From an optimization exercise on the open Yosys and OpenROAD flow, aimed at small area and a short achievable clock period; shortcuts taken in it are not production practice.
Function was checked by simulation only, so behaviour that the tests miss may differ from the original.

`design/flow/flow/run.sh`:
```
#!/bin/bash
# Layout flow: the standard flow (standard.sh) with two changes:
# - synthesis does not map adders onto the library's full/half-adder cells
#   (ADDER_MAP_FILE left empty), so ABC maps and times that logic with the rest;
# - timing repair (floorplan, CTS and global-route steps) aims for 11 ns of
#   setup slack instead of 0 (SETUP_SLACK_MARGIN), so that it works on the
#   paths that set the period the design achieves. The clock period and the
#   constraints are the design's, unchanged.
set -euo pipefail
cd "$(dirname "$0")/.."
export ADDER_MAP_FILE=
export SETUP_SLACK_MARGIN=11
bash standard.sh > standard.log 2>&1
```
`design/flow/standard.sh`:
```
#!/bin/bash
# synth_recipe.tcl (not shown) runs the flow's synth.tcl, then flattens the netlist and writes it again
# the make line also repeats each setting of config.mk as NAME=value (left out here)
make -C /OpenROAD-flow-scripts/flow DESIGN_CONFIG=/design/flow/config.mk WORK_HOME=/design/flow/orfs CLKGATE_MAP_FILE= SYNTH_SCRIPT=/design/flow/synth_recipe.tcl "${@:-finish}"
```
`design/flow/config.mk`:
```
export PLATFORM = sky130hd
export DESIGN_NAME = jh_efield
export DESIGN_NICKNAME = jh_efield
export VERILOG_FILES = /design/flow/design.v
export SDC_FILE = /design/flow/constraint.sdc
export NUM_CORES = 4
export LEC_CHECK = 0
export ABC_AREA = 1
export CAP_MARGIN = 20
export CORE_MARGIN = 2
export CORE_UTILIZATION = 65
export CTS_CLUSTER_DIAMETER = 100
export CTS_CLUSTER_SIZE = 30
export PLACE_DENSITY = 0.85
export SLEW_MARGIN = 20
```
`design/flow/constraint.sdc`:
```
create_clock -name core_clock -period 17.0 [get_ports {clock}]
set_input_delay 3.4000 -clock core_clock [delete_from_list [all_inputs] [get_ports {clock}]]
set_output_delay 3.4000 -clock core_clock [all_outputs]
set_load 0.01 [all_outputs]
```
`design/flow/design.v`:
```
module fpa_prep (
	input  [26:0] in_A,
	input  [26:0] in_B,
	output [26:0] L,
	output        S_s,
	output [16:0] S_f,
	output [4:0]  d5,
	output        S_z,
	output        a_gt
);
	fpa_diff  df (.in_A(in_A), .in_B(in_B), .a_gt(a_gt), .d5(d5));
	fpa_swap  sw (.in_A(in_A), .in_B(in_B), .a_gt(a_gt), .L(L), .S_s(S_s), .S_f(S_f), .S_z(S_z));
endmodule
module fpa_diff (
	input  [26:0] in_A,
	input  [26:0] in_B,
	output        a_gt,
	output [4:0]  d5
);
	wire [7:0] dAB;
	wire [8:0] dBA;
	fpa_esub es (.eA(in_A[25:18]), .eB(in_B[25:18]), .dAB(dAB), .dBA(dBA));
	fpa_dsel ds (.dAB(dAB), .dBA(dBA), .a_gt(a_gt), .d5(d5));
endmodule
module fpa_esub (
	input  [7:0] eA,
	input  [7:0] eB,
	output [7:0] dAB,
	output [8:0] dBA
);
	assign dAB = eA - eB;
	assign dBA = {1'b0, eB} - {1'b0, eA};
endmodule
module fpa_dsel (
	input  [7:0] dAB,
	input  [8:0] dBA,
	output       a_gt,
	output [4:0] d5
);
	assign a_gt = dBA[8];
	wire [7:0] d = a_gt ? dAB : dBA[7:0];
	assign d5  = (d > 8'd21) ? 5'd31 : d[4:0];
endmodule
module fpa_swap (
	input  [26:0] in_A,
	input  [26:0] in_B,
	input         a_gt,
	output [26:0] L,
	output        S_s,
	output [16:0] S_f,
	output        S_z
);
	assign L = a_gt ? in_A : in_B;
	wire [26:0] S = a_gt ? in_B : in_A;
	assign S_s = S[26];
	assign S_f = S[17:1];
	assign S_z = (S[25:18] == 8'd0);
endmodule
module fpa_core (
	input  [26:0] L,
	input         L_s,
	input         S_s,
	input         sub,
	input  [16:0] S_f,
	input  [4:0]  d5,
	input         S_z,
	output        sgn,
	output [7:0]  e,
	output [20:0] F,
	output [4:0]  lz,
	output        z
);
	wire [7:0] Le = L[25:18];
	wire [17:0] Lf = {1'b1, L[17:1]};
	wire [17:0] Sf = {1'b1, S_f};
	wire L_z = (L[25:18] == 8'd0);
	wire big = (d5 > 5'd21) | S_z;
	wire [20:0] Lt = L_z ? 21'd0 : {2'b01, L[17:1], L[0] & S_z, 1'b0};
	wire [19:0] Xw = big ? 20'd0 : ({Sf, 2'b00} >> d5);
	reg s;
	integer i;
	always @* begin
		s = 1'b0;
		for (i = 0; i < 18; i = i + 1)
			if ((i + 18 >= d5) && (i + 3 <= d5)) s = s | Sf[i];
	end
	wire st = s & ~big;
	wire [20:0] Ff = Lt + {sub, Xw ^ {20{sub}}} + {20'd0, sub & ~st};
	wire [4:0] lzf = Ff[20] ? 5'd0 : Ff[19] ? 5'd1 : 5'd2;
	wire close = sub & ~S_z & (d5[4:1] == 4'd0);
	wire [19:0] X1 = {1'b0, Lf, 1'b0} - (d5[0] ? {2'b0, Sf} : {1'b0, Sf, 1'b0});
	wire [18:0] X2 = {Sf, 1'b0} - {Lf, 1'b0};
	wire use1 = d5[0] | ~X1[19];
	wire [18:0] R = use1 ? X1[18:0] : X2;
	reg [4:0] lzc;
	always @* begin
		lzc = 5'd19;
		for (i = 0; i < 19; i = i + 1) if (R[i]) lzc = 5'd18 - i;
	end
	assign sgn = (close & ~use1) ? S_s : L_s;
	assign F  = close ? {1'b0, R, 1'b0} : Ff;
	assign lz = close ? lzc + 5'd1 : lzf;
	assign z  = close ? (R == 19'd0) : L_z;
	wire [7:0] ef = Ff[20] ? Le + 8'd1 : Ff[19] ? Le : Le - 8'd1;
	assign e  = close ? Le - {3'b0, lzc} : ef;
endmodule
module fpa_back (
	input         sgn,
	input  [7:0]  e,
	input  [20:0] F,
	input  [4:0]  lz,
	input         z,
	output [26:0] out_Sum
);
	wire [20:0] Fn = F << lz;
	assign out_Sum = z ? 27'd0 : {sgn, e, Fn[19:2]};
endmodule
module fpa_front (
	input  [26:0] in_A,
	input  [26:0] in_B,
	output [35:0] pre
);
	wire [26:0] L;
	wire S_s, S_z;
	wire [16:0] S_f;
	wire [4:0] d5;
	fpa_prep p (.in_A(in_A), .in_B(in_B), .L(L), .S_s(S_s), .S_f(S_f), .d5(d5), .S_z(S_z), .a_gt());
	wire sgn, z;
	wire [7:0] e;
	wire [20:0] F;
	wire [4:0] lz;
	fpa_core c (.L(L), .L_s(L[26]), .S_s(S_s), .sub(L[26] ^ S_s), .S_f(S_f), .d5(d5), .S_z(S_z),
	            .sgn(sgn), .e(e), .F(F), .lz(lz), .z(z));
	assign pre = {sgn, e, F, lz, z};
endmodule
module fpa_norm (
	input  [35:0] pre,
	output [26:0] out_Sum
);
	fpa_back b (.sgn(pre[35]), .e(pre[34:27]), .F(pre[26:6]), .lz(pre[5:1]), .z(pre[0]), .out_Sum(out_Sum));
endmodule
module fp_multi (
	input  [26:0] in_A,
	input  [26:0] in_B,
	output [26:0] out_Prod
);
	wire [35:0] p = {1'b1, in_A[17:1]} * {1'b1, in_B[17:1]};
	wire [8:0] es = in_A[25:18] + in_B[25:18];
	wire [7:0] e = es[7:0] + (p[35] ? 8'd130 : 8'd129);
	wire z = (es < 9'h80) | (in_A[25:18] == 8'd0) | (in_B[25:18] == 8'd0);
	assign out_Prod = z ? 27'd0 : {in_A[26] ^ in_B[26], e, p[35] ? p[34:17] : p[33:16]};
endmodule
module fp_mul_b8 (
	input  [26:0] in_A,
	input  [26:0] in_B,
	input  [19:0] c3,
	output [26:0] out_Prod
);
	wire [17:0] y  = {1'b1, in_A[17:1]};
	wire [17:0] cf = {1'b1, in_B[17:1]};
	wire [18:0] yx = {y, 1'b0};
	reg  [35:0] row [0:5];
	reg  [5:0]  s;
	reg  [19:0] m;
	reg  [3:0]  g;
	integer i;
	always @* begin
		for (i = 0; i < 6; i = i + 1) begin
			g = yx[3*i +: 4];
			s[i] = g[3];
			case (g)
				4'b0001, 4'b0010, 4'b1101, 4'b1110: m = {2'b00, cf};
				4'b0011, 4'b0100, 4'b1011, 4'b1100: m = {1'b0, cf, 1'b0};
				4'b0101, 4'b0110, 4'b1001, 4'b1010: m = c3;
				4'b0111, 4'b1000:                   m = {cf, 2'b00};
				default:                            m = 20'd0;
			endcase
			row[i] = {15'd0, ~s[i], m ^ {20{s[i]}}} << (3 * i);
		end
	end
	wire [35:0] negs = {15'd0, s[5], 2'b00, s[4], 2'b00, s[3], 2'b00, s[2], 2'b00, s[1], 2'b00, s[0]};
	localparam [35:0] K = 36'h0 - 36'h924900000;    
	wire [35:0] p = row[0] + row[1] + row[2] + row[3] + row[4] + row[5] + {cf, 18'd0} + negs + K;
	wire [8:0] es = in_A[25:18] + in_B[25:18];
	wire [7:0] e = es[7:0] + (p[35] ? 8'd130 : 8'd129);
	wire z = (es < 9'h80) | (in_A[25:18] == 8'd0) | (in_B[25:18] == 8'd0);
	assign out_Prod = z ? 27'd0 : {in_A[26] ^ in_B[26], e, p[35] ? p[34:17] : p[33:16]};
endmodule
module fpm_out #(parameter [7:0] ce = 8'd0) (
	input  [26:0] in_A,
	input  [35:0] p,
	output [26:0] out_Prod
);
	wire [8:0] es = in_A[25:18] + ce;
	wire [7:0] e = es[7:0] + (p[35] ? 8'd130 : 8'd129);
	wire z = (es < 9'h80) | (in_A[25:18] == 8'd0);
	assign out_Prod = z ? 27'd0 : {in_A[26], e, p[35] ? p[34:17] : p[33:16]};
endmodule
module fp_mul_c1 (input [26:0] in_A, output [26:0] out_Prod);
	wire [17:0] x = {1'b1, in_A[17:1]};
	wire [35:0] p = {x, 18'd0} - {x, 15'd0} + {x, 13'd0} - {x, 10'd0} - {x, 8'd0} - {x, 6'd0} - {x, 4'd0};
	fpm_out #(8'd117) o (.in_A(in_A), .p(p), .out_Prod(out_Prod));
endmodule
module fp_mul_c2 (input [26:0] in_A, output [26:0] out_Prod);
	wire [17:0] x = {1'b1, in_A[17:1]};
	wire [35:0] p = {x, 18'd0} - {x, 16'd0} - {x, 14'd0} - {x, 12'd0} + {x, 10'd0} + {x, 2'd0};
	fpm_out #(8'd121) o (.in_A(in_A), .p(p), .out_Prod(out_Prod));
endmodule
module fp_mul_c3 (input [26:0] in_A, output [26:0] out_Prod);
	wire [17:0] x = {1'b1, in_A[17:1]};
	wire [35:0] p = {x, 18'd0} - {x, 14'd0} + {x, 12'd0} + {x, 10'd0} + {x, 8'd0} - {x, 6'd0} - {18'd0, x};
	fpm_out #(8'd125) o (.in_A(in_A), .p(p), .out_Prod(out_Prod));
endmodule
module jh_efield(
	input rst,
	input clock,
	input [26:0] r,				 
	input [26:0] V_right,				 
	input [26:0] V_left,					 
	input [26:0] V_top,		 
	input [26:0] V_bottom,	 
	output [26:0] fdtd_result
);
	wire [7:0] tb_dAB, rl_dAB;
	wire [8:0] tb_dBA, rl_dBA;
	fpa_esub es12 (.eA(V_top[25:18]), .eB(V_bottom[25:18]), .dAB(tb_dAB), .dBA(tb_dBA));
	fpa_esub es3 (.eA(V_right[25:18]), .eB(V_left[25:18]), .dAB(rl_dAB), .dBA(rl_dBA));
	reg [26:0] s0_top, s0_bot, s0_rgt, s0_lft;
	reg [7:0]  s0_tb_dAB, s0_rl_dAB;
	reg [8:0]  s0_tb_dBA, s0_rl_dBA;
	always @(posedge clock) begin
		s0_top <= V_top; s0_bot <= V_bottom;
		s0_rgt <= V_right; s0_lft <= V_left;
		s0_tb_dAB <= tb_dAB; s0_tb_dBA <= tb_dBA;
		s0_rl_dAB <= rl_dAB; s0_rl_dBA <= rl_dBA;
	end
	wire       s0_tb_gt, s0_rl_gt;
	wire [4:0] s0_tb_d5, s0_rl_d5;
	fpa_dsel ds12 (.dAB(s0_tb_dAB), .dBA(s0_tb_dBA), .a_gt(s0_tb_gt), .d5(s0_tb_d5));
	fpa_dsel ds3 (.dAB(s0_rl_dAB), .dBA(s0_rl_dBA), .a_gt(s0_rl_gt), .d5(s0_rl_d5));
	wire        s0_tb_Ss, s0_tb_Sz, s0_rl_Ss, s0_rl_Sz;
	wire [26:0] s0_tb_L, s0_rl_L;
	wire [16:0] s0_tb_Sf, s0_rl_Sf;
	fpa_swap swap12 (.in_A(s0_top), .in_B(s0_bot), .a_gt(s0_tb_gt), .L(s0_tb_L), .S_s(s0_tb_Ss),
	                 .S_f(s0_tb_Sf), .S_z(s0_tb_Sz));
	fpa_swap swap3 (.in_A(s0_rgt), .in_B(s0_lft), .a_gt(s0_rl_gt), .L(s0_rl_L), .S_s(s0_rl_Ss),
	                .S_f(s0_rl_Sf), .S_z(s0_rl_Sz));
	reg  [26:1] r_q1, c1r_q2;
	reg  [19:0] c3_q2;
	wire [26:0] c1r;
	fp_mul_c1 mul0 (.in_A({r_q1, 1'b0}), .out_Prod(c1r));
	wire [17:0] c1f = {1'b1, c1r[17:1]};
	always @(posedge clock) begin
		r_q1 <= r[26:1];
		c1r_q2 <= c1r[26:1];
		c3_q2 <= {2'b00, c1f} + {1'b0, c1f, 1'b0};
	end
	wire sub2 = s0_tb_L[26] ^ s0_tb_Ss;
	wire dL_s = s0_tb_L[26] ^ ~(sub2 | s0_tb_gt);
	wire dS_s = s0_tb_Ss ^ ~(sub2 | ~s0_tb_gt);
	wire top_s = s0_tb_gt ? s0_tb_L[26] : s0_tb_Ss;
	wire        a_sgn, a_z, d_sgn, d_z;
	wire [7:0]  a_e, d_e;
	wire [20:0] a_F, d_F;
	wire [4:0]  a_lz, d_lz;
	fpa_core c_add (.L(s0_tb_L), .L_s(top_s), .S_s(s0_tb_Ss), .sub(1'b0), .S_f(s0_tb_Sf),
	                .d5(s0_tb_d5), .S_z(s0_tb_Sz), .sgn(a_sgn), .e(a_e), .F(a_F), .lz(a_lz), .z(a_z));
	fpa_core c_dif (.L(s0_tb_L), .L_s(sub2 ? s0_tb_L[26] : dL_s), .S_s(sub2 ? s0_tb_Ss : dS_s),
	                .sub(1'b1), .S_f(s0_tb_Sf),
	                .d5(s0_tb_d5), .S_z(s0_tb_Sz), .sgn(d_sgn), .e(d_e), .F(d_F), .lz(d_lz), .z(d_z));
	wire [26:0] tb_sum = a_z ? 27'd0 : {a_sgn, a_e, a_F[20] ? a_F[19:2] : a_F[18:1]};
	wire [26:0] tb_dif;
	fpa_back b_dif (.sgn(d_sgn), .e(d_e), .F(d_F), .lz(d_lz), .z(d_z), .out_Sum(tb_dif));
	wire [26:0] out1 = sub2 ? tb_sum : tb_dif;
	wire [26:0] out2 = sub2 ? tb_dif : tb_sum;
	wire        rl_sgn, rl_z;
	wire [7:0]  rl_e;
	wire [20:0] rl_F;
	wire [4:0]  rl_lz;
	fpa_core c3 (.L(s0_rl_L), .L_s(s0_rl_L[26]), .S_s(s0_rl_Ss), .sub(s0_rl_L[26] ^ s0_rl_Ss),
	             .S_f(s0_rl_Sf), .d5(s0_rl_d5), .S_z(s0_rl_Sz),
	             .sgn(rl_sgn), .e(rl_e), .F(rl_F), .lz(rl_lz), .z(rl_z));
	wire [26:0] out3;
	fpa_back b3 (.sgn(rl_sgn), .e(rl_e), .F(rl_F), .lz(rl_lz), .z(rl_z), .out_Sum(out3));
	reg [26:1] s1_t1, s1_t2, s1_t3;
	always @(posedge clock) begin
		s1_t1 <= out1[26:1];
		s1_t2 <= out2[26:1];
		s1_t3 <= out3[26:1];
	end
	wire [26:0] out4, out5, out6;
	fp_mul_b8 mul1 (.in_A({s1_t1, 1'b0}), .in_B({c1r_q2, 1'b0}), .c3(c3_q2), .out_Prod(out4));
	fp_mul_c2 mul2 (.in_A({s1_t2, 1'b0}), .out_Prod(out5));
	fp_mul_c3 mul3 (.in_A({s1_t3, 1'b0}), .out_Prod(out6));
	reg [26:0] s2_p4, s2_p5, s2_p6;
	always @(posedge clock) begin
		s2_p4 <= out4;
		s2_p5 <= out5;
		s2_p6 <= out6;
	end
	wire [35:0] pre5;
	fpa_front add5 (.in_A(s2_p5), .in_B(s2_p4), .pre(pre5));
	reg [35:0] s3_pre5;
	reg [26:0] s3_p6;
	always @(posedge clock) begin
		s3_pre5 <= pre5;
		s3_p6 <= s2_p6;
	end
	wire [26:0] out7;
	fpa_norm n5 (.pre(s3_pre5), .out_Sum(out7));
	wire [7:0] e7 = s3_pre5[0] ? 8'd0 : s3_pre5[34:27];
	wire [7:0] a6_dAB;
	wire [8:0] a6_dBA;
	fpa_esub es6 (.eA(s3_p6[25:18]), .eB(e7), .dAB(a6_dAB), .dBA(a6_dBA));
	wire       a6_gt;
	wire [4:0] a6_d5;
	fpa_dsel ds6 (.dAB(a6_dAB), .dBA(a6_dBA), .a_gt(a6_gt), .d5(a6_d5));
	wire        a6_Ss, a6_Sz;
	wire [26:0] a6_L;
	wire [16:0] a6_Sf;
	fpa_swap swap6 (.in_A(s3_p6), .in_B(out7), .a_gt(a6_gt), .L(a6_L), .S_s(a6_Ss),
	                .S_f(a6_Sf), .S_z(a6_Sz));
	wire        a6_sgn, a6_z;
	wire [7:0]  a6_e;
	wire [20:0] a6_F;
	wire [4:0]  a6_lz;
	fpa_core c6 (.L(a6_L), .L_s(a6_L[26]), .S_s(a6_Ss), .sub(a6_L[26] ^ a6_Ss), .S_f(a6_Sf),
	             .d5(a6_d5), .S_z(a6_Sz), .sgn(a6_sgn), .e(a6_e), .F(a6_F), .lz(a6_lz), .z(a6_z));
	reg [35:0] s4_pre6;
	always @(posedge clock) s4_pre6 <= {a6_sgn, a6_e, a6_F, a6_lz, a6_z};
	fpa_norm n6 (.pre(s4_pre6), .out_Sum(fdtd_result));
endmodule
```
==> results of run 1 <==
==> layer usage <==
layer  wire length [um]  vias up  track usage (%)
li1                   -    39549                -
met1              91390    36096            53.45
met2             101100     4829            66.24
met3              26620     1024            7.228
met4              13380        2            18.18
met5                 13        -                0
==> area by class of cell <==
type,instances,area [sq um]
inverters,1745,6768
clock inverters,14,266.5
repair inverters,6,47.55
fillers,8869,26870
repair buffers,409,3899
clock buffers,29,693.2
multi-input cells,9777,50230
well taps,1298,1624
flip-flops and latches,467,9462
==> metrics by stage <==
step,setup WS (ns),cells
final,11.06,13745
after floorplan,11.91,12261
after CTS,11.00,13543
after global routing,10.76,13745
after global placement,9.261,13445
after detailed placement,9.130,13446
==> state kept, by name, summed over array words and instances, names as in the netlist <==
| signal | cells |
|---|---|
| c1r_q2 | 25 |
| c3_q2 | 20 |
| r_q1 | 26 |
| s0_bot | 27 |
| s0_lft | 27 |
| s0_rgt | 27 |
| s0_rl_dAB | 7 |
| s0_rl_dBA | 9 |
| s0_tb_dAB | 7 |
| s0_tb_dBA | 9 |
| s0_top | 27 |
| s1_t1 | 26 |
| s1_t2 | 26 |
| s1_t3 | 26 |
| s2_p4 | 27 |
| s2_p5 | 27 |
| s2_p6 | 27 |
| s3_p6 | 27 |
| s3_pre5 | 35 |
| s4_pre6 | 35 |
==> worst reg2reg max path, delay by kind of cell (launching register included) <==
kind / cells / cell delay (ns)
and+or+nand+nor: 22 / 2.72
AOI/OAI and AO/OA: 8 / 1.63
buffers and inverters: 8 / 0.97
DFF: 1 / 0.39
==> synthesized netlist by cell type (30+ instances only) <==
master and instances:
sky130_fd_sc_hd__inv_1 1610, sky130_fd_sc_hd__a221oi_1 66, sky130_fd_sc_hd__nand2_1 4095, sky130_fd_sc_hd__clkbuf_1 126, sky130_fd_sc_hd__nor4_1 40, sky130_fd_sc_hd__o211ai_1 57
sky130_fd_sc_hd__inv_2 104, sky130_fd_sc_hd__buf_4 37, sky130_fd_sc_hd__a211oi_1 33, sky130_fd_sc_hd__or2_2 123, sky130_fd_sc_hd__nand3_1 880, sky130_fd_sc_hd__nor2_1 1328
sky130_fd_sc_hd__a31oi_1 55, sky130_fd_sc_hd__nor3_1 93, sky130_fd_sc_hd__nor2_4 30, sky130_fd_sc_hd__o21ai_1 179, sky130_fd_sc_hd__nor2_2 67, sky130_fd_sc_hd__o21ai_0 793
sky130_fd_sc_hd__xnor2_1 131, sky130_fd_sc_hd__xor2_1 540, sky130_fd_sc_hd__o221ai_1 30, sky130_fd_sc_hd__o22ai_1 103, sky130_fd_sc_hd__a21oi_1 465, sky130_fd_sc_hd__nand4_1 159
sky130_fd_sc_hd__nand3b_1 39, sky130_fd_sc_hd__dfxtp_1 467, sky130_fd_sc_hd__buf_6 48, sky130_fd_sc_hd__nand2_2 81, sky130_fd_sc_hd__buf_2 73
==> layout by cell type, fill, tap and decap left out, types with 42 or more instances in the layout <==
| master | n |
|---|---|
| sky130_fd_sc_hd__nand2_1 | 3977 |
| sky130_fd_sc_hd__inv_1 | 1596 |
| sky130_fd_sc_hd__nor2_1 | 1228 |
| sky130_fd_sc_hd__nand3_1 | 812 |
| sky130_fd_sc_hd__o21ai_0 | 705 |
| sky130_fd_sc_hd__xor2_1 | 525 |
| sky130_fd_sc_hd__a21oi_1 | 433 |
| sky130_fd_sc_hd__dfxtp_1 | 415 |
| sky130_fd_sc_hd__o21ai_1 | 212 |
| sky130_fd_sc_hd__buf_4 | 212 |
| sky130_fd_sc_hd__nand2_2 | 165 |
| sky130_fd_sc_hd__nand4_1 | 159 |
| sky130_fd_sc_hd__clkdlybuf4s50_1 | 155 |
| sky130_fd_sc_hd__xnor2_1 | 125 |
| sky130_fd_sc_hd__or2_2 | 123 |
| sky130_fd_sc_hd__nor2_2 | 122 |
| sky130_fd_sc_hd__o22ai_1 | 102 |
| sky130_fd_sc_hd__inv_2 | 91 |
| sky130_fd_sc_hd__nor3_1 | 85 |
| sky130_fd_sc_hd__nor2_4 | 84 |
| sky130_fd_sc_hd__nand3_2 | 83 |
| sky130_fd_sc_hd__o21ai_2 | 65 |
| sky130_fd_sc_hd__a221oi_1 | 65 |
| sky130_fd_sc_hd__o211ai_1 | 57 |
| sky130_fd_sc_hd__nand2_4 | 57 |
| sky130_fd_sc_hd__a31oi_1 | 51 |
| sky130_fd_sc_hd__a21oi_2 | 42 |
==> cell families (layout without fill, tap and decap cells) <==
group	count (synthesis)	count (layout)	synth area share (%)
AOI/OAI and AO/OA	1999	2000	17.64
muxes	11	11	0.1725
and+or+nand+nor	7039	7071	45.55
adders and majority gates	16	16	0.2453
buffers and inverters	2050	2203	12.84
xor gates and xnor gates	679	679	9.230
DFF	467	467	14.32
==> final timing paths <==
| path | start | end | slack, ns | cells after the start |
|---|---|---|---|---|
| worst min register to register | s2_p6[24] | s3_p6[24] | 0.32 | 0 |
| worst max-delay path | s4_pre6[1] | fdtd_result[9] | 11.06 | 8 |
| worst max register to register | s0_tb_dBA[8] | s1_t1[20] | 11.18 | 38 |
| worst min-delay path | s2_p6[24] | s3_p6[24] | 0.32 | 0 |
==> what timing repair did <==
action / 4_1_cts / 5_1_grt
pin swaps: 24 / 105
buffers inserted: 34 / 172
setup endpoints to repair: 192 / 209
resized for setup: 150 / 686
gates cloned: 20 / 30
==> metrics.json, run 1 <==
{
  "die_area_sq_mm": 0.1030,
  "synth.yosys.seq_area_share_pct": 14.32,
  "timing.fmax_mhz": 168.3,
  "timing.final.hold_violations": 0,
  "postSynthCellCount": 12261,
  "synth-edff-count": 0,
  "required_time_at_the_endpoint_of_the_critical_path_ns": 13.60,
  "critical-path-slowest-cell": "sky130_fd_sc_hd__clkdlybuf4s50_1",
  "sort_of_element_at_the_end_of_the_critical_path": "output pin",
  "clk_path_buf_depth": 3,
  "grt_start_max_net_pins": 87,
  "grt_util_all_layers_pct": 41.03,
  "finish.instance_area_sq_mm": 0.07299,
  "n_antenna_cell": 0,
  "async_flop_share_pct": 0,
  "synthTopCellsByArea": "sky130_fd_sc_hd__nand2_1, sky130_fd_sc_hd__dfxtp_1, sky130_fd_sc_hd__inv_1, sky130_fd_sc_hd__nor2_1, sky130_fd_sc_hd__xor2_1",
  "finalWeightedCongestion": 1.114,
  "drc": 0,
  "start_to_end_type_of_the_worst_setup_path": "reg2out",
  "critical_path_buf_inv_count": 3,
  "slew_violations": 0,
  "worst_ep_arrival_time_ns": 2.54,
  "cts_made_buffers": 26,
  "detail_route.iter0.violations": 10340,
  "detailedRoute.firstPassIterationCount": 14,
  "dp.final_hpwl_um": 176900,
  "grt_overflow": 0,
  "cts.clk_slew.worst_paths_ns": 0.12,
  "post-route-min-period_ns": 5.944,
  "detail_route.vias_per_cell": 5.929,
  "tritoncts_num_sinks": 467,
  "synth_top_area_cell": "sky130_fd_sc_hd__nand2_1",
  "hold-worst-slack_ns": 0.3161,
  "cts_tree": "built",
  "yosys_most_used_dff": "sky130_fd_sc_hd__dfxtp_1",
  "yosys.area.top_type_share_pct": 23.55,
  "ios": 164,
  "critical-path-top-delay-family": "buffers and inverters",
  "horizontal_die_dimension_um": 320.9,
  "finalCoreUtilization_pct": 73.09,
  "postSynthRegisterBits": 467,
  "wl_per_cell_um": 16.91,
  "synthToLayoutAreaGrowth_pct": 11.80,
  "syn-cell-area_sq_mm": 0.06528,
  "drt_wl_total_um": 232500,
  "worstSetupStartpointType": "register",
  "die_height_um": 320.9,
  "finalClockSkew_ns": 0.05722,
  "placed_cell_area_sq_mm": 0.06699,
  "final_antenna_net_count": 0,
  "core_region_area_sq_mm": 0.09986,
  "design.final.nets": 12569,
  "post_synth.cell_area_avg_sq_um": 5.324,
  "grt_first_pass_wirelength_um": 352700,
  "post_route_cells_drive_above_1_share_pct": 10.96,
  "insertion_delay_ns": 0.67,
  "setup_violations": 0,
  "cp_cell_sequence": "buf_4 -> nand2_1 -> nand2_1 -> o21ai_0 -> nor2_1 -> inv_1 -> o21ai_0 -> clkdlybuf4s50_1",
  "grt_antenna_before_repair": 1,
  "ys.warnings.count": 4,
  "cts.hold.buffers_added": 0,
  "cap_violations": 0,
  "clock_tree.htree_level_count": 1,
  "io_buffers": 161,
  "fin_setup_tns_ns": 0,
  "num_rows": 116,
  "root_buffer": "sky130_fd_sc_hd__clkbuf_16",
  "min_period_over_period_pct": 34.96,
  "timing.slew.headroom_pct": 15.04,
  "setup_repair_after_global_routing_missed_its_margin": "yes",
  "syn_nets": 12398,
  "worst_hold_path_type": "reg2reg",
  "cpPeakStageDelay_ns": 0.56,
  "status": "finished clean",
  "num_vias": 81500,
  "start_util_pct": 65.38,
  "maximum_fanout_along_the_worst_path": 7,
  "grt_pass1_vias": 70766,
  "synth.distinct_cells": 91,
  "tightestPinTransition_ns": 1.261
}
==> run 2, diff against run 1 <==
--- a/design/flow/config.mk
+++ b/design/flow/config.mk
@@ -8,7 +8,7 @@
 export ABC_AREA = 1
 export CAP_MARGIN = 20
 export CORE_MARGIN = 2
-export CORE_UTILIZATION = 65
+export CORE_UTILIZATION = 50
 export CTS_CLUSTER_DIAMETER = 100
 export CTS_CLUSTER_SIZE = 30
 export PLACE_DENSITY = 0.85
==> run 2 against run 1 <==
Still clean on timing, DRC and antenna. Utilization shrank 17 points.
==> metrics.json, run 2 <==
{
  "detailroute.wirelength.met3_um": 24000,
  "timing.fmax_mhz": 170.4,
  "num_vias": 78647,
  "start_to_end_type_of_the_worst_setup_path": "reg2out",
  "synth_common_cells": "sky130_fd_sc_hd__nand2_1, sky130_fd_sc_hd__inv_1, sky130_fd_sc_hd__nor2_1",
  "root_buffer": "sky130_fd_sc_hd__clkbuf_16",
  "grt_pass1_vias": 66488,
  "die_height_um": 365.3,
  "worst_hold_path_type": "reg2reg",
  "synthToLayoutAreaGrowth_pct": 11.46,
  "holdPathStages": 0,
  "grt_start_max_net_pins": 87,
  "synth.distinct_cells": 91,
  "drc": 0,
  "finalWeightedCongestion": 1.045,
  "finalClockSkew_ns": 0.03074,
  "synth-edff-count": 0,
  "maximum_fanout_along_the_worst_path": 7,
  "num_rows": 132,
  "postSynthCellCount": 12261,
  "grt_util_all_layers_pct": 29.79,
  "syn_nets": 12398,
  "core_region_area_sq_mm": 0.1295,
  "worstSetupStartpointType": "register",
  "post-synth-top-count-cell": "sky130_fd_sc_hd__nand2_1",
  "synth.yosys.seq_area_share_pct": 14.32,
  "cts_made_buffers": 27,
  "clk_path_buf_depth": 3,
  "cts.clk_slew.worst_paths_ns": 0.11,
  "dp.final_hpwl_um": 166100,
  "detail_route.vias_per_cell": 5.558,
  "fin_setup_tns_ns": 0,
  "sort_of_element_at_the_end_of_the_critical_path": "output pin",
  "hold-worst-slack_ns": 0.3238,
  "worst_ep_arrival_time_ns": 2.47,
  "required_time_at_the_endpoint_of_the_critical_path_ns": 13.60,
  "post_synth.cell_area_avg_sq_um": 5.324,
  "syn-cell-area_sq_mm": 0.06528,
  "horizontal_die_dimension_um": 365.3,
  "start_util_pct": 50.42,
  "io_buffers": 161,
  "yosys.area.top_type_share_pct": 23.55,
  "async_flop_share_pct": 0,
  "placed_cell_area_sq_mm": 0.06756,
  "timing.slew.headroom_pct": 25.36,
  "cts_tree": "built",
  "cap_violations": 0,
  "rr_startpoint": "s0_tb_dBA[8]",
  "clock_tree.htree_level_count": 1,
  "most-common-layout-cells": "sky130_fd_sc_hd__nand2_1, sky130_fd_sc_hd__inv_1, sky130_fd_sc_hd__nor2_1, sky130_fd_sc_hd__nand3_1, sky130_fd_sc_hd__o21ai_0",
  "drt_wl_total_um": 215300,
  "grt_overflow": 0,
  "ios": 164,
  "detail_route.iter0.violations": 9839,
  "route.layer.met1.wl_um": 90440,
  "grt_antenna_before_repair": 0,
  "layout_top_registers": "s3_pre5 x35, s4_pre6 x35",
  "finalCoreUtilization_pct": 56.19,
  "top_sig_layer": "met4",
  "ys.warnings.count": 4,
  "post-route-min-period_ns": 5.869,
  "status": "finished clean",
  "detailedRoute.firstPassIterationCount": 9,
  "tightestPinTransition_ns": 1.108,
  "setup_repair_after_global_routing_missed_its_margin": "yes",
  "finish.instance_area_sq_mm": 0.07276,
  "insertion_delay_ns": 0.67,
  "n_antenna_cell": 0,
  "detailed_routed_wire_length_on_met2_um": 90750,
  "die_area_sq_mm": 0.1335,
  "postSynthRegisterBits": 467,
  "reg2regPathDepth": 40,
  "min_period_over_period_pct": 34.52,
  "wl_per_cell_um": 15.21,
  "design.final.nets": 12531,
  "final_antenna_net_count": 0,
  "synth_top_area_cell": "sky130_fd_sc_hd__nand2_1",
  "worst_setup_path_startpoint": "s4_pre6[1]",
  "timing.final.hold_violations": 0,
  "slew_violations": 0,
  "layout.cells.most_common": "sky130_fd_sc_hd__nand2_1",
  "min_from": "s2_p6[25]",
  "post_route_cells_drive_above_1_share_pct": 10.12,
  "synthTopCellsByArea": "sky130_fd_sc_hd__nand2_1, sky130_fd_sc_hd__dfxtp_1, sky130_fd_sc_hd__inv_1, sky130_fd_sc_hd__nor2_1, sky130_fd_sc_hd__xor2_1",
  "tritoncts_num_sinks": 467,
  "setup_violations": 0,
  "grt_first_pass_wirelength_um": 332400,
  "yosys_most_used_dff": "sky130_fd_sc_hd__dfxtp_1"
}
==> run 2: area by class of cell <==
cell class,instances,area [sq um]
inverters,1745,6753
clock inverters,16,297.8
repair inverters,6,40.04
fillers,13058,56720
well taps,1742,2180
multi-input cells,9774,49790
repair buffers,373,3558
flip-flops and latches,467,9453
clock buffers,28,689.4
==> run 2: cell families (layout without fill, tap and decap cells) <==
family,Yosys count,after routing,synth area share (%)
compound gates,1999,2000,17.64
xor+xnor,679,679,9.230
fa+ha+maj,16,16,0.2453
buf+inv,2050,2168,12.84
flops,467,467,14.32
mux,11,11,0.1725
simple gates,7039,7068,45.55
==> run 2: through the flow <==
stage,setup WS (ns),cells
finish,11.13,14151
detailed placement,9.242,13893
global placement,9.255,13893
global route,10.89,14151
CTS,10.95,13985
floorplan,11.91,12261
==> run 2: path summary, 6_finish.rpt <==
kind / endpoint / slack [ns]
max: fdtd_result[11] / 11.13
min reg2reg: s3_p6[25] / 0.32
min: s3_p6[25] / 0.32
max reg2reg: s1_t2[9] / 11.20
==> run 2: critical path, cell delays in order, from the launching register on <==
cell and delay, ns:
sky130_fd_sc_hd__dfxtp_4 0.44, sky130_fd_sc_hd__buf_4 0.14, sky130_fd_sc_hd__nand2_1 0.06, sky130_fd_sc_hd__nand3_1 0.08
sky130_fd_sc_hd__o21ai_0 0.14, sky130_fd_sc_hd__nand2_1 0.09, sky130_fd_sc_hd__nand3_1 0.10, sky130_fd_sc_hd__o22ai_1 0.19
sky130_fd_sc_hd__clkdlybuf4s50_1 0.57
==> run 2: repair_timing <==
action	in CTS	in global routing
setup buffers	33	135
endpoints found under the setup margin	177	207
resized for setup	131	600
cloned	15	30
hold endpoints to repair	0	0
hold buffers	0	0
pin swaps	19	75
==> run 2: routing by layer <==
metal	global-route usage [%]	vias up
li1	-	39489
met3	4.478	753
met5	0	-
met4	10.68	0
met1	41.11	34146
met2	46.85	4259
==> run 3, diff against run 2 <==
--- a/design/flow/config.mk
+++ b/design/flow/config.mk
@@ -11,5 +11,6 @@
 export CORE_UTILIZATION = 50
 export CTS_CLUSTER_DIAMETER = 100
 export CTS_CLUSTER_SIZE = 30
+export GPL_ROUTABILITY_DRIVEN = 0
 export PLACE_DENSITY = 0.85
 export SLEW_MARGIN = 20
==> run 3 against run 2 <==
Still clean on timing, DRC and antenna. Register-to-register slack worse by 0.10 ns. Synthesized cell count stayed put. Clock skew hardly changed. Hold slack worse by 0.014 ns. Global-route usage is 1.6 points lower. Area after synthesis stayed put. First-iteration DRC count is 0.74% higher. Die area stayed put. Sequential share of layout area is 0.13 points higher. Clock-buffer cell count is 2 lower. Cell count hardly changed. Critical endpoint is now fdtd_result[14].
==> metrics.json, run 3 <==
{
  "post-route-min-period_ns": 5.906,
  "io_buffers": 161,
  "fillers": 12640,
  "pre_cts_slack_ns": 9.518,
  "synth.yosys.seq_area_share_pct": 14.32,
  "post-synth-top-count-cell": "sky130_fd_sc_hd__nand2_1",
  "most-common-layout-cells": "sky130_fd_sc_hd__nand2_1, sky130_fd_sc_hd__inv_1, sky130_fd_sc_hd__nor2_1, sky130_fd_sc_hd__nand3_1, sky130_fd_sc_hd__o21ai_0",
  "syn-cell-area_sq_mm": 0.06528,
  "synth-edff-count": 0,
  "grt_pass1_vias": 67011,
  "syn_nets": 12398,
  "ys.warnings.count": 4,
  "drc": 0,
  "setup_violations": 0,
  "n_antenna_cell": 0,
  "grt_antenna_before_repair": 2,
  "critical-path-top-delay-family": "buffers and inverters",
  "postSynthCellCount": 12261,
  "placed_cell_area_sq_mm": 0.06753,
  "grt.met3_usage_pct": 4.854,
  "groute.layer.met1.usage_pct": 37.46,
  "start_to_end_type_of_the_worst_setup_path": "reg2out",
  "sort_of_element_at_the_end_of_the_critical_path": "output pin",
  "timing.slew.headroom_pct": 20.16,
  "synthTopCellsByArea": "sky130_fd_sc_hd__nand2_1, sky130_fd_sc_hd__dfxtp_1, sky130_fd_sc_hd__inv_1, sky130_fd_sc_hd__nor2_1, sky130_fd_sc_hd__xor2_1",
  "insertion_delay_ns": 0.65,
  "postSynthRegisterBits": 467,
  "global_route.peak_usage_layer": "met2",
  "min_period_over_period_pct": 34.74,
  "layout_top_registers": "s3_pre5 x35, s4_pre6 x35",
  "horizontal_die_dimension_um": 365.3,
  "finalClockSkew_ns": 0.03024,
  "detail_route.vias_per_cell": 5.591,
  "setup_repair_after_global_routing_missed_its_margin": "yes",
  "clock_tree.htree_level_count": 1,
  "hold-worst-slack_ns": 0.3095,
  "dp.final_hpwl_um": 156200,
  "required_time_at_the_endpoint_of_the_critical_path_ns": 13.60,
  "die_area_sq_mm": 0.1335,
  "layout_setup_ws_ns": 11.09,
  "detailedRoute.firstPassIterationCount": 15,
  "timing.fmax_mhz": 169.3,
  "num_vias": 79060,
  "ios": 164,
  "cts.hold.buffers_added": 0,
  "synth_top_area_cell": "sky130_fd_sc_hd__nand2_1",
  "worstSetupStartpointType": "register",
  "synthToLayoutAreaGrowth_pct": 10.50,
  "detail_route.iter0.violations": 9912,
  "clk_path_buf_depth": 3,
  "slew_violations": 0,
  "drt_wl_total_um": 206900,
  "synth_common_cells": "sky130_fd_sc_hd__nand2_1, sky130_fd_sc_hd__inv_1, sky130_fd_sc_hd__nor2_1",
  "yosys.area.top_type_share_pct": 23.55,
  "grt_util_all_layers_pct": 28.23,
  "critical_path_buf_inv_count": 2,
  "synth.distinct_cells": 91,
  "core_region_area_sq_mm": 0.1295,
  "worst_ep_arrival_time_ns": 2.51,
  "cp_cell_sequence": "clkinv_4 -> nand2_1 -> nand2_1 -> o21ai_1 -> nand2_1 -> nand2_1 -> nand2_1 -> o311ai_1 -> a21oi_1 -> clkdlybuf4s50_1",
  "cts_made_buffers": 25,
  "grt_first_pass_wirelength_um": 319100,
  "final_antenna_net_count": 0,
  "tritoncts_num_sinks": 467,
  "tightestPinTransition_ns": 1.185,
  "layout.cells.most_common": "sky130_fd_sc_hd__nand2_1",
  "status": "finished clean",
  "post_synth.cell_area_avg_sq_um": 5.324,
  "fin_setup_tns_ns": 0,
  "design.final.nets": 12522,
  "async_flop_share_pct": 0,
  "critPathMostFrequentCell": "sky130_fd_sc_hd__nand2_1",
  "gr-usage-met2_pct": 44.57,
  "root_buffer": "sky130_fd_sc_hd__clkbuf_16",
  "grt_start_max_net_pins": 87,
  "die_height_um": 365.3,
  "cpPeakStageDelay_ns": 0.49,
  "cts_tree": "built",
  "post_route_cells_drive_above_1_share_pct": 9.307,
  "timing.final.hold_violations": 0,
  "cap_violations": 0,
  "cts.clk_slew.worst_paths_ns": 0.11,
  "grt_overflow": 0,
  "finish.instance_area_sq_mm": 0.07213,
  "critical-path-slowest-cell": "sky130_fd_sc_hd__clkdlybuf4s50_1",
  "finalCoreUtilization_pct": 55.71,
  "wl_per_cell_um": 14.63,
  "yosys_most_used_dff": "sky130_fd_sc_hd__dfxtp_1",
  "start_util_pct": 50.42,
  "maximum_fanout_along_the_worst_path": 18,
  "worst_hold_path_type": "reg2reg",
  "num_rows": 132
}
-- run 3: cell counts after synthesis --
No cell type changed its count.
-- run 3: worst reg2reg max path, delay by kind of cell (launching register included) --
family / cells / cell delay (ns)
flip-flops: 1 / 0.42
buffers and inverters: 6 / 0.86
AND/OR/NAND/NOR: 27 / 3.46
AO/OA/AOI/OAI: 7 / 1.06
-- run 3: logic make-up after synthesis --
| logic type | share of synthesized area (%) |
|---|---|
| AO/OA/AOI/OAI | 17.64 |
| XOR/XNOR | 9.230 |
| AND/OR/NAND/NOR | 45.55 |
| buffers and inverters | 12.84 |
| adder cells (fa/ha/maj) | 0.2453 |
| flip-flops | 14.32 |
| multiplexers | 0.1725 |
-- run 3: final cells by class --
| class | count | area, sq um | share of cell area, % |
|---|---|---|---|
| multi-input cells | 9776 | 49370 | 68.45 |
| well taps | 1742 | 2180 | 3.022 |
| repair buffers | 368 | 3490 | 4.838 |
| inverters | 1745 | 6744 | 9.349 |
| clock inverters | 15 | 229.0 | 0.3174 |
| repair inverters | 2 | 12.51 | 0.01735 |
| clock buffers | 26 | 639.4 | 0.8864 |
| flip-flops and latches | 467 | 9464 | 13.12 |
-- run 3: through the flow --
step,cells
2_1_floorplan,12261
3_3_place_gp,13890
3_5_place_dp,13890
4_1_cts,13969
5_1_grt,14141
6_report,14141
-- run 3: worst paths after layout --
kind / slack (ns) / cells after the start / start / end
min reg2reg: 0.31 / 0 / s2_p6[17] / s3_p6[17]
max reg2reg: 11.10 / 40 / s0_tb_dBA[8] / s1_t2[4]
min: 0.31 / 0 / s2_p6[17] / s3_p6[17]
max: 11.09 / 10 / s4_pre6[1] / fdtd_result[14]
-- run 3: metal layers --
metal | part of all wire [%] | wire length [um]
met2 | 42 | 86530
met4 | 5.7 | 11860
met3 | 12 | 24850
met5 | 0.048 | 100
met1 | 40 | 83560
-- run 3: repair_timing --
action	CTS	global route
gates resized for setup	95	512
setup endpoints to repair	184	211
pin swaps	20	66
hold endpoints to repair	0	0
setup buffers	23	146
cloned	15	26
==> run 4, diff against run 3 <==
==> design/flow/flow/run.sh (replaced) <==
#!/bin/bash
# Layout flow: the standard flow (standard.sh) with two changes:
# - synthesis does not map adders onto the library's full/half-adder cells
#   (ADDER_MAP_FILE left empty), so ABC maps and times that logic with the rest;
# - timing repair (floorplan, CTS and global-route steps) aims for 11.25 ns of
#   setup slack instead of 0 (SETUP_SLACK_MARGIN), so that it works on the
#   paths that set the period the design achieves. The clock period and the
#   constraints are the design's, unchanged.
set -euo pipefail
cd "$(dirname "$0")/.."
export ADDER_MAP_FILE=
export SETUP_SLACK_MARGIN=11.25
bash standard.sh > standard.log 2>&1
--- a/design/flow/config.mk
+++ b/design/flow/config.mk
@@ -11,6 +11,5 @@
 export CORE_UTILIZATION = 50
 export CTS_CLUSTER_DIAMETER = 100
 export CTS_CLUSTER_SIZE = 30
-export GPL_ROUTABILITY_DRIVEN = 0
 export PLACE_DENSITY = 0.85
 export SLEW_MARGIN = 20
==> run 4 against run 3 <==
Clock-buffer cell count grew 2. Critical path depth increased by 25. Clock skew is 0.0037 ns higher. Still clean on timing, DRC and antenna. Area after synthesis stayed put. First-iteration DRC count is 5.4% higher. Synthesized cell count stayed put. Utilization increased by 2.8 points. Fmax up 2.8%.
==> metrics.json, run 4 <==
{
  "seq_area_sq_mm": 0.009483,
  "dp.final_hpwl_um": 166100,
  "synth.yosys.seq_area_share_pct": 14.32,
  "critical-path-slowest-cell": "sky130_fd_sc_hd__o21ai_0",
  "most-common-layout-cells": "sky130_fd_sc_hd__nand2_1, sky130_fd_sc_hd__inv_1, sky130_fd_sc_hd__nor2_1, sky130_fd_sc_hd__nand3_1, sky130_fd_sc_hd__o21ai_0",
  "synth_common_cells": "sky130_fd_sc_hd__nand2_1, sky130_fd_sc_hd__inv_1, sky130_fd_sc_hd__nor2_1",
  "slew_violations": 0,
  "synth-edff-count": 0,
  "grt_overflow": 0,
  "sort_of_element_at_the_end_of_the_critical_path": "register",
  "min_from": "s2_p6[24]",
  "timing.slew.headroom_pct": 26.14,
  "setup_repair_after_global_routing_missed_its_margin": "yes",
  "setup_violations": 0,
  "required_time_at_the_endpoint_of_the_critical_path_ns": 17.57,
  "cts_made_buffers": 27,
  "worst_setup_path_startpoint": "s2_p4[25]",
  "critPathMostFrequentCell": "sky130_fd_sc_hd__nand2_1",
  "syn-cell-area_sq_mm": 0.06528,
  "insertion_delay_ns": 0.68,
  "ys.warnings.count": 4,
  "drt_wl_total_um": 223200,
  "num_rows": 132,
  "root_buffer": "sky130_fd_sc_hd__clkbuf_16",
  "r2r_end": "s3_pre5[33]",
  "detailedRoute.firstPassIterationCount": 13,
  "die_height_um": 365.3,
  "yosys.area.top_type_share_pct": 23.55,
  "start_to_end_type_of_the_worst_setup_path": "reg2reg",
  "post_synth.cell_area_avg_sq_um": 5.324,
  "postSynthRegisterBits": 467,
  "grt_util_all_layers_pct": 30.23,
  "worstSetupStartpointType": "register",
  "cap_violations": 0,
  "critPathCapture": "s3_pre5[33]",
  "io_buffers": 161,
  "ios": 164,
  "maximum_fanout_along_the_worst_path": 21,
  "timing.fmax_mhz": 174.0,
  "synthTopCellsByArea": "sky130_fd_sc_hd__nand2_1, sky130_fd_sc_hd__dfxtp_1, sky130_fd_sc_hd__inv_1, sky130_fd_sc_hd__nor2_1, sky130_fd_sc_hd__xor2_1",
  "postSynthCellCount": 12261,
  "tightestPinTransition_ns": 1.096,
  "worst_hold_path_type": "reg2reg",
  "rr_startpoint": "s2_p4[25]",
  "grt_start_max_net_pins": 53,
  "layout.cells.most_common": "sky130_fd_sc_hd__nand2_1",
  "grt_antenna_before_repair": 2,
  "clock_tree.htree_level_count": 1,
  "post-synth-top-count-cell": "sky130_fd_sc_hd__nand2_1",
  "clk_path_buf_depth": 3,
  "fillers": 12472,
  "cpPeakStageDelay_ns": 0.54,
  "synthToLayoutAreaGrowth_pct": 16.03,
  "detail_route.iter0.violations": 10443,
  "detail_route.vias_per_cell": 5.616,
  "finalClockSkew_ns": 0.03397,
  "post-route-min-period_ns": 5.746,
  "syn_nets": 12398,
  "start_util_pct": 50.42,
  "worst-r2r-setup-slack_ns": 11.25,
  "layout_top_registers": "s3_pre5 x35, s4_pre6 x35",
  "die_area_sq_mm": 0.1335,
  "cts_tree": "built",
  "finalWeightedCongestion": 1.045,
  "post_route_cells_drive_above_1_share_pct": 13.62,
  "horizontal_die_dimension_um": 365.3,
  "reg2regPathDepth": 35,
  "n_antenna_cell": 0,
  "grt_first_pass_wirelength_um": 336900,
  "tritoncts_num_sinks": 467,
  "cts.clk_slew.worst_paths_ns": 0.11,
  "num_vias": 80241,
  "synth_top_area_cell": "sky130_fd_sc_hd__nand2_1",
  "synth.distinct_cells": 91,
  "timing.final.hold_violations": 0,
  "design.final.nets": 12669,
  "drc": 0,
  "multiInputGateArea_sq_mm": 0.05133,
  "core_region_area_sq_mm": 0.1295,
  "grt_pass1_vias": 67024,
  "status": "finished clean",
  "fin_setup_tns_ns": 0,
  "min_period_over_period_pct": 33.80,
  "final_antenna_net_count": 0,
  "yosys_most_used_dff": "sky130_fd_sc_hd__dfxtp_1",
  "worst_ep_arrival_time_ns": 6.32,
  "async_flop_share_pct": 0,
  "wl_per_cell_um": 15.62
}
-- run 4: cell counts after synthesis --
Identical to the previous run, type by type.
-- run 4: cell families (layout without fill, tap and decap cells) --
family,count (synthesis),in the layout,synth area share (%)
AOI/OAI and AO/OA,1999,2000,17.64
xor gates and xnor gates,679,679,9.230
adders and majority gates,16,16,0.2453
buffers and inverters,2050,2305,12.84
DFF,467,467,14.32
muxes,11,11,0.1725
and+or+nand+nor,7039,7069,45.55
-- run 4: what timing repair did --
action                     CTS  global route
pin swaps                   30           184
setup endpoints to repair  196           223
hold buffers                 0             0
gates resized for setup    241          1024
setup buffers               62           236
cloned                      28            25
-- run 4: through the flow --
| stage | setup WS (ns) | area (sq um) | std cells | hold WS [ns] | util [%] |
|---|---|---|---|---|---|
| floorplan | 11.91 | 65280 | 12261 | 0.3096 | - |
| global placement | 9.255 | 67560 | 13893 | 0.3097 | 52.18 |
| detailed placement | 9.242 | 67560 | 13893 | 0.3121 | 52.18 |
| CTS | 11.15 | 70230 | 14027 | 0.3232 | 54.24 |
| global route | 10.97 | 75740 | 14289 | 0.3302 | 58.50 |
| finish | 11.25 | 75740 | 14289 | 0.3233 | 58.50 |
-- run 4: layer usage --
layer	vias up	track usage, %	part of all wire [%]
met3	903	4.903	11
met4	4	11.37	5.1
met1	34938	41.43	41
met2	4614	47.36	42
met5	-	0	0.010
li1	39782	-	-
-- run 4: cell type report --
| class | count | area share [%] |
|---|---|---|
| Multi-Input combinational cell | 9775 | 67.77 |
| Sequential cell | 467 | 12.52 |
| Inverter | 1745 | 9.044 |
| Timing Repair Buffer | 507 | 6.381 |
| Tap cell | 1742 | 2.878 |
| Clock buffer | 28 | 0.9102 |
| Clock inverter | 16 | 0.3931 |
| Timing Repair inverter | 9 | 0.1024 |
-- run 4: critical path, delay by kind of cell, from the launching register on --
family | cells | cell delay, ns
AO/OA/AOI/OAI | 7 | 1.54
buffers and inverters | 5 | 0.80
flip-flops | 1 | 0.37
AND/OR/NAND/NOR | 23 | 2.92
-- run 4: worst min path at each step --
stage | endpoint | depth (start not counted)
6_report | s3_p6[24] | 0
2_1_floorplan | s3_p6[0] | 0
4_1_cts | s3_p6[24] | 0
5_1_grt | s3_p6[25] | 0
3_3_place_gp | s3_p6[5] | 0
3_5_place_dp | s3_p6[0] | 0
==> run 5, diff against run 4 <==
--- a/design/flow/design.v
+++ b/design/flow/design.v
@@ -31,6 +31,16 @@
 	assign dAB = eA - eB;
 	assign dBA = {1'b0, eB} - {1'b0, eA};
 endmodule
+module fpa_dsel1 (
+	input  [8:0] dBA,
+	output       a_gt,
+	output [4:0] d5
+);
+	assign a_gt = dBA[8];
+	wire [4:0] nd = ~dBA[4:0] + 5'd1;
+	wire big = a_gt ? (dBA < 9'h1eb) : (dBA[7:0] > 8'd21);
+	assign d5 = big ? 5'd31 : a_gt ? nd : dBA[4:0];
+endmodule
 module fpa_dsel (
 	input  [7:0] dAB,
 	input  [8:0] dBA,
@@ -221,23 +231,20 @@
 	input [26:0] V_bottom,	 
 	output [26:0] fdtd_result
 );
-	wire [7:0] tb_dAB, rl_dAB;
-	wire [8:0] tb_dBA, rl_dBA;
-	fpa_esub es12 (.eA(V_top[25:18]), .eB(V_bottom[25:18]), .dAB(tb_dAB), .dBA(tb_dBA));
-	fpa_esub es3 (.eA(V_right[25:18]), .eB(V_left[25:18]), .dAB(rl_dAB), .dBA(rl_dBA));
+	wire [8:0] tb_dBA = {1'b0, V_bottom[25:18]} - {1'b0, V_top[25:18]};
+	wire [8:0] rl_dBA = {1'b0, V_left[25:18]} - {1'b0, V_right[25:18]};
 	reg [26:0] s0_top, s0_bot, s0_rgt, s0_lft;
-	reg [7:0]  s0_tb_dAB, s0_rl_dAB;
 	reg [8:0]  s0_tb_dBA, s0_rl_dBA;
 	always @(posedge clock) begin
 		s0_top <= V_top; s0_bot <= V_bottom;
 		s0_rgt <= V_right; s0_lft <= V_left;
-		s0_tb_dAB <= tb_dAB; s0_tb_dBA <= tb_dBA;
-		s0_rl_dAB <= rl_dAB; s0_rl_dBA <= rl_dBA;
+		s0_tb_dBA <= tb_dBA;
+		s0_rl_dBA <= rl_dBA;
 	end
 	wire       s0_tb_gt, s0_rl_gt;
 	wire [4:0] s0_tb_d5, s0_rl_d5;
-	fpa_dsel ds12 (.dAB(s0_tb_dAB), .dBA(s0_tb_dBA), .a_gt(s0_tb_gt), .d5(s0_tb_d5));
-	fpa_dsel ds3 (.dAB(s0_rl_dAB), .dBA(s0_rl_dBA), .a_gt(s0_rl_gt), .d5(s0_rl_d5));
+	fpa_dsel1 ds12 (.dBA(s0_tb_dBA), .a_gt(s0_tb_gt), .d5(s0_tb_d5));
+	fpa_dsel1 ds3 (.dBA(s0_rl_dBA), .a_gt(s0_rl_gt), .d5(s0_rl_d5));
 	wire        s0_tb_Ss, s0_tb_Sz, s0_rl_Ss, s0_rl_Sz;
 	wire [26:0] s0_tb_L, s0_rl_L;
 	wire [16:0] s0_tb_Sf, s0_rl_Sf;
==> design/flow/flow/run.sh (replaced) <==
#!/bin/bash
# Layout flow: the standard flow (standard.sh) with two changes:
# - synthesis does not map adders onto the library's full/half-adder cells
#   (ADDER_MAP_FILE left empty), so ABC maps and times that logic with the rest;
# - timing repair (floorplan, CTS and global-route steps) aims for 10.75 ns of
#   setup slack instead of 0 (SETUP_SLACK_MARGIN), so that it works on the
#   paths that set the period the design achieves. The clock period and the
#   constraints are the design's, unchanged.
set -euo pipefail
cd "$(dirname "$0")/.."
export ADDER_MAP_FILE=
export SETUP_SLACK_MARGIN=10.75
bash standard.sh > standard.log 2>&1
==> run 5 against run 4 <==
Sequential cell count shrank 14. Die area is 1.4% lower. Via count down 3.5%. Wire length is 4.6% lower. Worst setup slack lost 0.51 ns. Largest cell class unchanged. Critical path type is now reg2out. Cell count down 2.4%. Critical endpoint is now fdtd_result[3]. Area after synthesis is 1.4% lower. Final area fell by 7.6%. Synthesized cell count is 0.31% lower.
==> metrics.json, run 5 <==
{
  "status": "finished clean",
  "grt_first_pass_wirelength_um": 333300,
  "finalWeightedCongestion": 1.056,
  "global_route.peak_usage_layer": "met2",
  "grt_antenna_before_repair": 2,
  "num_rows": 131,
  "root_buffer": "sky130_fd_sc_hd__clkbuf_16",
  "postSynthRegisterBits": 453,
  "start_to_end_type_of_the_worst_setup_path": "reg2out",
  "layout_top_registers": "s3_pre5 x35, s4_pre6 x35",
  "cts.hold.buffers_added": 0,
  "io_buffers": 161,
  "drc": 0,
  "grt_util_all_layers_pct": 30.17,
  "sort_of_element_at_the_end_of_the_critical_path": "output pin",
  "grt_pass1_vias": 66662,
  "design.final.nets": 12411,
  "tightestPinTransition_ns": 1.327,
  "most-common-layout-cells": "sky130_fd_sc_hd__nand2_1, sky130_fd_sc_hd__inv_1, sky130_fd_sc_hd__nor2_1, sky130_fd_sc_hd__nand3_1, sky130_fd_sc_hd__o21ai_0",
  "rr_startpoint": "s2_p4[25]",
  "dp.final_hpwl_um": 167500,
  "synthToLayoutAreaGrowth_pct": 8.810,
  "critPathCapture": "fdtd_result[3]",
  "timing.final.hold_violations": 0,
  "final_antenna_net_count": 0,
  "finalCoreUtilization_pct": 54.84,
  "reg2regPathDepth": 37,
  "clk_path_buf_depth": 3,
  "r2r_end": "s3_pre5[34]",
  "die_height_um": 362.7,
  "yosys_most_used_dff": "sky130_fd_sc_hd__dfxtp_1",
  "synth_common_cells": "sky130_fd_sc_hd__nand2_1, sky130_fd_sc_hd__inv_1, sky130_fd_sc_hd__nor2_1",
  "post_route_cells_drive_above_1_share_pct": 6.867,
  "synth-edff-count": 0,
  "ys.warnings.count": 4,
  "finalNonFillerCells": 13953,
  "groute.layer.met1.usage_pct": 40.90,
  "worst-r2r-setup-slack_ns": 11.03,
  "place.detailed.instances": 13771,
  "cts_tree": "built",
  "core_region_area_sq_mm": 0.1277,
  "start_util_pct": 50.40,
  "grt.met3_usage_pct": 4.178,
  "finalClockSkew_ns": 0.03128,
  "fin_setup_tns_ns": 0,
  "min_period_over_period_pct": 36.82,
  "timing.slew.headroom_pct": 11.18,
  "timing.fmax_mhz": 159.8,
  "horizontal_die_dimension_um": 362.7,
  "detail_route.iter0.violations": 9019,
  "cts.clk_slew.worst_paths_ns": 0.10,
  "synthTopCellsByArea": "sky130_fd_sc_hd__nand2_1, sky130_fd_sc_hd__dfxtp_1, sky130_fd_sc_hd__inv_1, sky130_fd_sc_hd__nor2_1, sky130_fd_sc_hd__nand3_1",
  "setup_repair_after_global_routing_missed_its_margin": "yes",
  "insertion_delay_ns": 0.66,
  "syn_nets": 12360,
  "post_synth.cell_area_avg_sq_um": 5.264,
  "grt_start_max_net_pins": 81,
  "drt_wl_total_um": 213000,
  "maximum_fanout_along_the_worst_path": 20,
  "syn-cell-area_sq_mm": 0.06435,
  "worst_setup_path_startpoint": "s4_pre6[1]",
  "die_area_sq_mm": 0.1316,
  "detailedRoute.firstPassIterationCount": 8,
  "synth_top_area_cell": "sky130_fd_sc_hd__nand2_1",
  "postSynthCellCount": 12223,
  "synth.distinct_cells": 88,
  "layout.cells.most_common": "sky130_fd_sc_hd__nand2_1",
  "post-route-min-period_ns": 6.260,
  "yosys.area.top_type_share_pct": 24.06,
  "slew_violations": 0,
  "cts_made_buffers": 27,
  "async_flop_share_pct": 0,
  "num_vias": 77398,
  "ios": 164,
  "detail_route.vias_per_cell": 5.547,
  "worstSetupStartpointType": "register",
  "setup_violations": 0,
  "worst_hold_path_type": "reg2reg",
  "wl_per_cell_um": 15.27,
  "cap_violations": 0,
  "worst_ep_arrival_time_ns": 2.86,
  "clock_tree.htree_level_count": 1,
  "tritoncts_num_sinks": 453,
  "synth.yosys.seq_area_share_pct": 14.09,
  "grt_overflow": 0,
  "gr-usage-met2_pct": 48.23,
  "required_time_at_the_endpoint_of_the_critical_path_ns": 13.60,
  "post-synth-top-count-cell": "sky130_fd_sc_hd__nand2_1"
}
run 5: worst min-delay path by stage:
| stage | start | endpoint | slack, ns | cells after the start |
|---|---|---|---|---|
| 3_5_place_dp | s2_p6[20] | s3_p6[20] | 0.31 | 0 |
| 6_report | s2_p6[2] | s3_p6[2] | 0.33 | 0 |
| 3_3_place_gp | s2_p6[19] | s3_p6[19] | 0.31 | 0 |
| 2_1_floorplan | s2_p6[0] | s3_p6[0] | 0.31 | 0 |
| 4_1_cts | s2_p6[9] | s3_p6[9] | 0.33 | 0 |
| 5_1_grt | s2_p6[14] | s3_p6[14] | 0.34 | 0 |
run 5: through the flow:
step,hold slack (ns),worst slack (ns),cell area [sq um]
after floorplan,0.3096,11.93,64350
after global placement,0.3102,9.794,66730
after detailed placement,0.3121,9.763,66740
after CTS,0.3319,10.74,68100
after global routing,0.3375,10.58,70020
final,0.3337,10.74,70020
run 5: kinds of logic (layout without fill, tap and decap cells):
logic type,count (synthesis),in the layout,synth area share [%]
adders and majority gates,16,16,0.2508
other,0,1,0
DFF,453,453,14.09
and+or+nand+nor,7036,7056,46.13
muxes,14,14,0.2217
buffers and inverters,2064,2111,12.75
AOI/OAI and AO/OA,1982,1982,17.50
xor gates and xnor gates,658,658,9.055
run 5: routing by layer:
layer	wire length [um]	part of all wire, %	up-vias
li1	-	-	39173
met1	90190	42	33615
met2	90660	43	3912
met3	22060	10	698
met4	10090	4.7	0
met5	0	0	-
run 5: critical path, cell delays in order (launching register included):
cell and delay [ns]:
sky130_fd_sc_hd__dfxtp_1 0.36, sky130_fd_sc_hd__buf_8 0.18, sky130_fd_sc_hd__clkinvlp_4 0.18, sky130_fd_sc_hd__buf_4 0.18
sky130_fd_sc_hd__nand2_1 0.08, sky130_fd_sc_hd__nand3_1 0.06, sky130_fd_sc_hd__o21ai_0 0.12, sky130_fd_sc_hd__nor2_1 0.07
sky130_fd_sc_hd__a31oi_1 0.29, sky130_fd_sc_hd__buf_4 0.17, sky130_fd_sc_hd__nor2_1 0.03, sky130_fd_sc_hd__clkdlybuf4s50_1 0.47
run 5: layout make-up:
| type | count | area [sq um] |
|---|---|---|
| timing repair inverter | 7 | 41.29 |
| fill | 13144 | 57670 |
| inverter | 1745 | 6666 |
| timing repair buffer | 314 | 2942 |
| tap | 1662 | 2079 |
| clock inverter | 18 | 342.8 |
| clock buffer | 27 | 675.6 |
| antenna | 1 | 2.502 |
| sequential | 453 | 9107 |
| multi-input combinational | 9726 | 48160 |
run 5: timing repair:
action / 4_1_cts / 5_1_grt
pin swaps: 6 / 41
hold endpoints to repair: 0 / 0
setup endpoints to repair: 145 / 176
resized for setup: 53 / 313
buffers inserted: 12 / 93
gates cloned: 8 / 23

[separate check: timing with driven ports]
The results above use ideal ports. As a check the final layouts listed here were re-extracted and re-timed, cells and wires unchanged. Step 1 (the two cells are an assumption about what drives the block):
set clk [get_ports {clock}]
set_driving_cell -lib_cell sky130_fd_sc_hd__clkbuf_16 $clk
set_driving_cell -lib_cell sky130_fd_sc_hd__buf_2 [delete_from_list [all_inputs] $clk]
Step 2 adds t to the input delays and takes it off the output delays; t is the mean of the earliest and latest rising clock arrival at the registers after step 1. Input paths then give back, and output paths get back, about the clock's delay inside the block. Slacks: ideal / step 1 / step 2; pairs: ideal / step 1.
run | t (ns) | setup slack, ns | worst setup path after step 2 | worst register clock-pin slew, ns | worst slew at a driven data input, ns
run 1 | 0.722 | 11.057 / 10.980 / 11.082 | input to register | 0.12 / 0.12 | 0.08
run 2 | 0.736 | 11.131 / 11.056 / 11.199 | register to register | 0.11 / 0.11 | 0.06
run 3 | 0.711 | 11.094 / 11.020 / 11.101 | register to register | 0.11 / 0.11 | 0.07
run 4 | 0.738 | 11.254 / 11.213 / 11.254 | register to register | 0.11 / 0.11 | 0.06
run 5 | 0.722 | 10.740 / 10.670 / 11.027 | register to register | 0.12 / 0.12 | 0.08
After both steps every run listed still meets setup and hold.
